From an optimization exercise on the open Yosys and OpenROAD flow, aimed at small area; shortcuts taken in it are not production practice. In this exercise RTL edits were held to simulation tests only and were not proved equivalent to the original.

== old ==
// farm_top
module farm_top(
	input clk,
	input rst_n,
	output [31:0] ins,
	output [31:0] ret_ad,
	output [31:0] mem_addr,
	output [31:0] mem_wdata,
	output mem_rd,
	output mem_wr,
	input  [31:0] mem_rdata);
clock: 10.0 ns
lec_check: 0
cap_margin: 20
core_margin: 2
core_utilization: 70
cts_buf_list: sky130_fd_sc_hd__clkbuf_16
cts_cluster_diameter: 60
cts_cluster_size: 30
gpl_routability_driven: 1
place_density: 0.8
slew_margin: 20
synth_hierarchical: 1
standard.sh (not shown) runs the stock make flow with config.mk's settings and CLKGATE_MAP_FILE= SYNTH_SCRIPT=/design/flow/synth_recipe.tcl, a recipe that flattens the netlist after the stock synthesis.
==> flow/flow/run.sh <==
#!/bin/bash
set -euo pipefail
bash standard.sh synth > synth.log 2>&1
export BUFFER_PORTS_ARGS="-buffer_cell sky130_fd_sc_hd__buf_1"
bash standard.sh floorplan > floorplan.log 2>&1
bash standard.sh place > place.log 2>&1
bash standard.sh cts > cts.log 2>&1
bash standard.sh route > route.log 2>&1
bash standard.sh finish > finish.log 2>&1
diff inputs: old => new
diff --git a/flow/design.v b/flow/design.v
--- a/flow/design.v
+++ b/flow/design.v
@@ -228,32 +228,35 @@
 generate for (g = 0; g < 32; g = g + 1) begin : rdp
 	wire [30:0] col;
 	genvar r;
 	for (r = 0; r < 31; r = r + 1) begin : c
 		assign col[r] = ring[r][g];
 	end
 	rf_rdbit u(.s(rsel), .d(col), .y(port[g]));
 end endgenerate
 wire bypass = pw & ~rnone & (rsl == wsl);
-wire useI = is_I & ~st_decode;
-wire useU = is_U & ~st_decode;
-wire useZ = (is_L | is_JR) & ~st_decode;
+wire act  = st_compute;
+wire pass = st_decode & ~bypass;
+wire hold = ~(act | pass);
+wire useI = is_I & act;
+wire useU = is_U & act;
+wire useZ = ((is_L | is_JR) & act) | hold;
 wire [31:0] immI = {{20{IR[31]}}, IR[31:20]};
 wire [31:0] immU = {IR[31:12], 12'd0};
 wire [31:0] B = useI ? immI : useU ? immU : useZ ? 32'd0 : port;
-wire c_sub = op_sub & ~st_decode;
-wire c_ks  = (op_add | op_sub) & ~st_decode;
-wire c_kp  = (op_or | op_xor) & ~st_decode;
-wire c_kg  = (op_or | op_and) & ~st_decode;
-wire c_kb  = op_lui | st_decode;
+wire c_sub = op_sub & act;
+wire c_ks  = ((op_add | op_sub) & act) | hold;
+wire c_kp  = (op_or | op_xor) & act;
+wire c_kg  = (op_or | op_and) & act;
+wire c_kb  = (op_lui & act) | pass;
 wire big   = |B[31:5];
-wire c_l   = op_sll & ~st_decode & ~big;
-wire c_r   = op_srl & ~st_decode & ~big;
+wire c_l   = op_sll & act & ~big;
+wire c_r   = op_srl & act & ~big;
 wire [31:0] sh;
 alu_shift ush(.x(H), .n(B[4:0]), .rev(op_sll), .left(c_l), .right(c_r), .y(sh));
 wire [31:0] alu_r;
 wire [31:0] ap, ag;
 wire [8:0]  cy4;
 wire [15:0] cmid;
 assign cy4[0] = c_sub;
 generate for (g = 0; g < 16; g = g + 1) begin : ab
 	wire cout_unused;
@@ -261,19 +264,19 @@
 	           .cin((g % 2 == 0) ? cy4[g/2] : cmid[g-1]),
 	           .ks(c_ks), .kp(c_kp), .kg(c_kg), .kb(c_kb), .sh(sh[2*g+1:2*g]),
 	           .r(alu_r[2*g+1:2*g]), .cout(cmid[g]),
 	           .p(ap[2*g+1:2*g]), .g(ag[2*g+1:2*g]));
 end
 for (g = 0; g < 8; g = g + 1) begin : cla
 	alu_cla4 u(.p(ap[4*g+3:4*g]), .g(ag[4*g+3:4*g]), .cin(cy4[g]), .cout(cy4[g+1]));
 end endgenerate
 always @(posedge clk)
-	if ((st_decode & ~bypass) | st_compute) H <= alu_r;
+	H <= alu_r;
 assign mem_wdata = port;
 assign mem_rd    = st_fetch | (st_mem & is_L);
 assign mem_wr    = st_mem & is_S;
 wire a_lo  = (mem_addr[31:16] == 16'd0);
 wire a_hi  = (|mem_addr[31:18]) | (&mem_addr[17:16]);
 wire mfc   = a_hi | (a_lo & mem_rd);
 wire stall = (st_fetch | (st_mem & (is_L | is_S))) & ~mfc;
 always @(posedge clk or negedge rst_n) begin
 	if (!rst_n)
Results
[compare] base=old new=new: routed wire length +4.5%; synthesized area -440 um2; worst setup slack ~0 delta; hold slack ~0 delta. Looking at global routing usage on met3 across new and old, the one that comes out lower is new. Going from old to new, placed cell area shrinks by 1.1%. old ended with every stage complete and zero timing, DRC or antenna violations. The final layout from new, which completed every stage, passed the timing, DRC and antenna checks at the end of the flow.

==> afterwards: timing with drivers on the ports <==
No port has a modelled driver above. Below, the same layouts with a new extraction and two added sets of constraints.
Step 1 sets driving cells, clkbuf_16 on the clock port and buf_2 on the other inputs (assumed; they add their load-dependent delay and slew).
Step 2 times the ports against the registers' clock, not the clock port: input delays grow and output delays shrink by t, the midpoint of the rising clock arrivals with the driver on.
Three values: no drivers, after step 1, after step 2; two values: the first two.
run | shift t [ns] | setup WS [ns] | worst setup path after step 2 | latest minus earliest clock arrival (ns) | pins driven straight from the clock port
old | 0.707 | 1.025 / 0.961 / 1.169 | register to register | 0.047 / 0.048 | 1
new | 0.712 | 1.027 / 0.962 / 1.333 | register to register | 0.057 / 0.056 | 1
After both steps every run listed still meets setup and hold.
